This design comes from an exercise in tuning for small area, a short achievable clock period and few clock cycles per item on the open sky130 flow, not from production work.
At most, simulation tests tie the RTL to the original design; equivalence was not proved.

== lane 3 ==
==> flow/design.v (excerpt) <==
module des(ck,rst,keyin,k,datin,p,e,f,ev,rdy);
    input   ck, keyin, datin;
    input   f;
    input   [64:1]  p, k;
    output  [64:1]  e;
    input   rst;
    output  ev, rdy;
    assign rdy = 1'b1;
    wire [56:1] kp = {k[4],k[12],k[20],k[28],k[5],k[13],k[21],k[29],k[37],k[45],k[53],k[61],k[6],k[14],k[22],k[30],k[38],k[46],k[54],k[62],k[7],k[15],k[23],k[31],k[39],k[47],k[55],k[63],k[36],k[44],k[52],k[60],k[3],k[11],k[19],k[27],k[35],k[43],k[51],k[59],k[2],k[10],k[18],k[26],k[34],k[42],k[50],k[58],k[1],k[9],k[17],k[25],k[33],k[41],k[49],k[57]};
    reg [56:1] ne, nd;
    always @(posedge ck) begin
        if (keyin) begin
            ne <= ~(kp & {56{f}});
            nd <= ~(kp & {56{~f}});
        end
    end
    wire [48:1] ka1 = {ne[33], ne[30], ne[37], ne[51], ne[43], ne[47], ne[54], ne[35], ne[29], ne[40], ne[50], ne[45], ne[49], ne[34], ne[46], ne[52], ne[41], ne[31], ne[56], ne[48], ne[38], ne[32], ne[53], ne[42], ne[3], ne[14], ne[21], ne[28], ne[8], ne[17], ne[9], ne[27], ne[5], ne[13], ne[20], ne[24], ne[11], ne[22], ne[7], ne[16], ne[1], ne[4], ne[6], ne[2], ne[25], ne[12], ne[18], ne[15]};
    wire [48:1] kb1 = {nd[32], nd[29], nd[36], nd[50], nd[42], nd[46], nd[53], nd[34], nd[56], nd[39], nd[49], nd[44], nd[48], nd[33], nd[45], nd[51], nd[40], nd[30], nd[55], nd[47], nd[37], nd[31], nd[52], nd[41], nd[2], nd[13], nd[20], nd[27], nd[7], nd[16], nd[8], nd[26], nd[4], nd[12], nd[19], nd[23], nd[10], nd[21], nd[6], nd[15], nd[28], nd[3], nd[5], nd[1], nd[24], nd[11], nd[17], nd[14]};
    wire [48:1] ka2 = {ne[34], ne[31], ne[38], ne[52], ne[44], ne[48], ne[55], ne[36], ne[30], ne[41], ne[51], ne[46], ne[50], ne[35], ne[47], ne[53], ne[42], ne[32], ne[29], ne[49], ne[39], ne[33], ne[54], ne[43], ne[4], ne[15], ne[22], ne[1], ne[9], ne[18], ne[10], ne[28], ne[6], ne[14], ne[21], ne[25], ne[12], ne[23], ne[8], ne[17], ne[2], ne[5], ne[7], ne[3], ne[26], ne[13], ne[19], ne[16]};
    wire [48:1] kb2 = {nd[31], nd[56], nd[35], nd[49], nd[41], nd[45], nd[52], nd[33], nd[55], nd[38], nd[48], nd[43], nd[47], nd[32], nd[44], nd[50], nd[39], nd[29], nd[54], nd[46], nd[36], nd[30], nd[51], nd[40], nd[1], nd[12], nd[19], nd[26], nd[6], nd[15], nd[7], nd[25], nd[3], nd[11], nd[18], nd[22], nd[9], nd[20], nd[5], nd[14], nd[27], nd[2], nd[4], nd[28], nd[23], nd[10], nd[16], nd[13]};
  ...
Size: about 12000 cells after synthesis, roughly 440 flip-flops, ~200 I/O pins, roughly 0.067 mm2 of cells after synthesis.
==> flow/config.mk <==
export PLATFORM = sky130hd
export DESIGN_NAME = des
export DESIGN_NICKNAME = des
export VERILOG_FILES = /design/flow/design.v
export SDC_FILE = /design/flow/constraint.sdc
export NUM_CORES = 8
export LEC_CHECK = 0
export ABC_AREA = 1
export CAP_MARGIN = 20
export CORE_MARGIN = 2
export CORE_UTILIZATION = 40
export SLEW_MARGIN = 20
export SYNTH_HIERARCHICAL = 1
==> flow/constraint.sdc <==
create_clock -name core_clock -period 60.0 [get_ports {ck}]
set_input_delay 12.0000 -clock core_clock [delete_from_list [all_inputs] [get_ports {ck}]]
set_output_delay 12.0000 -clock core_clock [all_outputs]
set_load 0.01 [all_outputs]
standard.sh (not shown) runs the stock make flow with config.mk's settings and CLKGATE_MAP_FILE= SYNTH_SCRIPT=/design/flow/synth_recipe.tcl, a recipe that flattens the netlist after the stock synthesis.
==> flow/flow/run.sh <==
#!/bin/bash
# Own flow: the standard layout, with synthesis mapping combinational logic for area
# (ABC "strash; dch; map -a") and without half-adder extraction. Registers come out of the
# standard synthesis steps unchanged.
set -euo pipefail
W=$PWD
rm -rf "$W/scripts_own"
cp -r "$FLOW_HOME/scripts" "$W/scripts_own"
cp "$W/flow/abc_own.script" "$W/scripts_own/abc_area.script"
bash standard.sh synth SCRIPTS_DIR="$W/scripts_own" ABC_AREA=1 ADDER_MAP_FILE= > "$W/own_synth.log" 2>&1
bash standard.sh > "$W/own_layout.log" 2>&1
==> flow/flow/abc_own.script <==
strash
dch
map -a
topo
Testbench counts of lane 3, summed over its fixed seeds: cycles 4,256, items 4,096.
Input changes introduced in lane 2 (baseline for comparison: lane 3):
--- a/flow/design.v
+++ b/flow/design.v
@@ -1,25 +1,28 @@
 module des(ck,rst,keyin,k,datin,p,e,f,ev,rdy);
     input   ck, keyin, datin;
     input   f;
     input   [64:1]  p, k;
     output  [64:1]  e;
     input   rst;
     output  ev, rdy;
     assign rdy = 1'b1;
+    reg [56:1] cd;
+    reg fr;
     wire [56:1] kp = {k[4],k[12],k[20],k[28],k[5],k[13],k[21],k[29],k[37],k[45],k[53],k[61],k[6],k[14],k[22],k[30],k[38],k[46],k[54],k[62],k[7],k[15],k[23],k[31],k[39],k[47],k[55],k[63],k[36],k[44],k[52],k[60],k[3],k[11],k[19],k[27],k[35],k[43],k[51],k[59],k[2],k[10],k[18],k[26],k[34],k[42],k[50],k[58],k[1],k[9],k[17],k[25],k[33],k[41],k[49],k[57]};
-    reg [56:1] ne, nd;
     always @(posedge ck) begin
         if (keyin) begin
-            ne <= ~(kp & {56{f}});
-            nd <= ~(kp & {56{~f}});
+            cd <= kp;
+            fr <= f;
         end
     end
+    wire [56:1] ne = ~(cd & {56{fr}});
+    wire [56:1] nd = ~(cd & {56{~fr}});
     wire [48:1] ka1 = {ne[33], ne[30], ne[37], ne[51], ne[43], ne[47], ne[54], ne[35], ne[29], ne[40], ne[50], ne[45], ne[49], ne[34], ne[46], ne[52], ne[41], ne[31], ne[56], ne[48], ne[38], ne[32], ne[53], ne[42], ne[3], ne[14], ne[21], ne[28], ne[8], ne[17], ne[9], ne[27], ne[5], ne[13], ne[20], ne[24], ne[11], ne[22], ne[7], ne[16], ne[1], ne[4], ne[6], ne[2], ne[25], ne[12], ne[18], ne[15]};
     wire [48:1] kb1 = {nd[32], nd[29], nd[36], nd[50], nd[42], nd[46], nd[53], nd[34], nd[56], nd[39], nd[49], nd[44], nd[48], nd[33], nd[45], nd[51], nd[40], nd[30], nd[55], nd[47], nd[37], nd[31], nd[52], nd[41], nd[2], nd[13], nd[20], nd[27], nd[7], nd[16], nd[8], nd[26], nd[4], nd[12], nd[19], nd[23], nd[10], nd[21], nd[6], nd[15], nd[28], nd[3], nd[5], nd[1], nd[24], nd[11], nd[17], nd[14]};
     wire [48:1] ka2 = {ne[34], ne[31], ne[38], ne[52], ne[44], ne[48], ne[55], ne[36], ne[30], ne[41], ne[51], ne[46], ne[50], ne[35], ne[47], ne[53], ne[42], ne[32], ne[29], ne[49], ne[39], ne[33], ne[54], ne[43], ne[4], ne[15], ne[22], ne[1], ne[9], ne[18], ne[10], ne[28], ne[6], ne[14], ne[21], ne[25], ne[12], ne[23], ne[8], ne[17], ne[2], ne[5], ne[7], ne[3], ne[26], ne[13], ne[19], ne[16]};
     wire [48:1] kb2 = {nd[31], nd[56], nd[35], nd[49], nd[41], nd[45], nd[52], nd[33], nd[55], nd[38], nd[48], nd[43], nd[47], nd[32], nd[44], nd[50], nd[39], nd[29], nd[54], nd[46], nd[36], nd[30], nd[51], nd[40], nd[1], nd[12], nd[19], nd[26], nd[6], nd[15], nd[7], nd[25], nd[3], nd[11], nd[18], nd[22], nd[9], nd[20], nd[5], nd[14], nd[27], nd[2], nd[4], nd[28], nd[23], nd[10], nd[16], nd[13]};
     wire [48:1] ka3 = {ne[36], ne[33], ne[40], ne[54], ne[46], ne[50], ne[29], ne[38], ne[32], ne[43], ne[53], ne[48], ne[52], ne[37], ne[49], ne[55], ne[44], ne[34], ne[31], ne[51], ne[41], ne[35], ne[56], ne[45], ne[6], ne[17], ne[24], ne[3], ne[11], ne[20], ne[12], ne[2], ne[8], ne[16], ne[23], ne[27], ne[14], ne[25], ne[10], ne[19], ne[4], ne[7], ne[9], ne[5], ne[28], ne[15], ne[21], ne[18]};
     wire [48:1] kb3 = {nd[29], nd[54], nd[33], nd[47], nd[39], nd[43], nd[50], nd[31], nd[53], nd[36], nd[46], nd[41], nd[45], nd[30], nd[42], nd[48], nd[37], nd[55], nd[52], nd[44], nd[34], nd[56], nd[49], nd[38], nd[27], nd[10], nd[17], nd[24], nd[4], nd[13], nd[5], nd[23], nd[1], nd[9], nd[16], nd[20], nd[7], nd[18], nd[3], nd[12], nd[25], nd[28], nd[2], nd[26], nd[21], nd[8], nd[14], nd[11]};
     wire [48:1] ka4 = {ne[38], ne[35], ne[42], ne[56], ne[48], ne[52], ne[31], ne[40], ne[34], ne[45], ne[55], ne[50], ne[54], ne[39], ne[51], ne[29], ne[46], ne[36], ne[33], ne[53], ne[43], ne[37], ne[30], ne[47], ne[8], ne[19], ne[26], ne[5], ne[13], ne[22], ne[14], ne[4], ne[10], ne[18], ne[25], ne[1], ne[16], ne[27], ne[12], ne[21], ne[6], ne[9], ne[11], ne[7], ne[2], ne[17], ne[23], ne[20]};
     wire [48:1] kb4 = {nd[55], nd[52], nd[31], nd[45], nd[37], nd[41], nd[48], nd[29], nd[51], nd[34], nd[44], nd[39], nd[43], nd[56], nd[40], nd[46], nd[35], nd[53], nd[50], nd[42], nd[32], nd[54], nd[47], nd[36], nd[25], nd[8], nd[15], nd[22], nd[2], nd[11], nd[3], nd[21], nd[27], nd[7], nd[14], nd[18], nd[5], nd[16], nd[1], nd[10], nd[23], nd[26], nd[28], nd[24], nd[19], nd[6], nd[12], nd[9]};
     wire [48:1] ka5 = {ne[40], ne[37], ne[44], ne[30], ne[50], ne[54], ne[33], ne[42], ne[36], ne[47], ne[29], ne[52], ne[56], ne[41], ne[53], ne[31], ne[48], ne[38], ne[35], ne[55], ne[45], ne[39], ne[32], ne[49], ne[10], ne[21], ne[28], ne[7], ne[15], ne[24], ne[16], ne[6], ne[12], ne[20], ne[27], ne[3], ne[18], ne[1], ne[14], ne[23], ne[8], ne[11], ne[13], ne[9], ne[4], ne[19], ne[25], ne[22]};
### Flow results
The higher top fanout value on the critical path of lane 2 and lane 3 is in lane 2. Lane 2 reports a higher final critical-path share of the clock period than lane 3 does. Smallest hold slack: lane 2 vs lane 3 up 4.8 ps. When the final numbers for lane 2 and lane 3 were put side by side, the sequential cell count turned out to be greater in lane 3. Lower final cell count was reported by lane 2, not lane 3. Compared with lane 3, in lane 2 die span in x now sits lower; endpoint required time on the critical path shows an increase of 12590 ps; proportion of cell area occupied by registers down 1.9 points. Lane 2 vs lane 3: logic depth of the worst register-to-register path up.
Only the layout flow was run in lane 2; the RTL was not checked for function there.

## what the ideal ports hide
In the flow no input, the clock included, has a driving cell. The finished layouts below were timed again as built, in two steps.
Step 1 sets driving cells, clkbuf_16 on the clock port and buf_2 on the other inputs (assumed; they add their load-dependent delay and slew).
Step 2 times the ports against the registers' clock, not the clock port: input delays grow and output delays shrink by t, the midpoint of the rising clock arrivals with the driver on.
Slacks: ideal ports / drivers / drivers and shift; pairs: ideal ports / drivers.
| run | shift t [ns] | setup slack, ns | worst setup path at the end | worst register clock-pin slew, ns |
|---|---|---|---|---|
| lane 3 | 0.855 | 46.346 / 46.259 / 46.104 | input to register | 0.08 / 0.08 |
| lane 2 | 0.821 | 44.582 / 44.582 / 44.582 | register to register | 0.07 / 0.07 |
After both steps every run listed still meets setup and hold. The setup slack of lane 3, which loses most, moves by -0.087 ns with the drivers and by -0.242 ns with both steps.
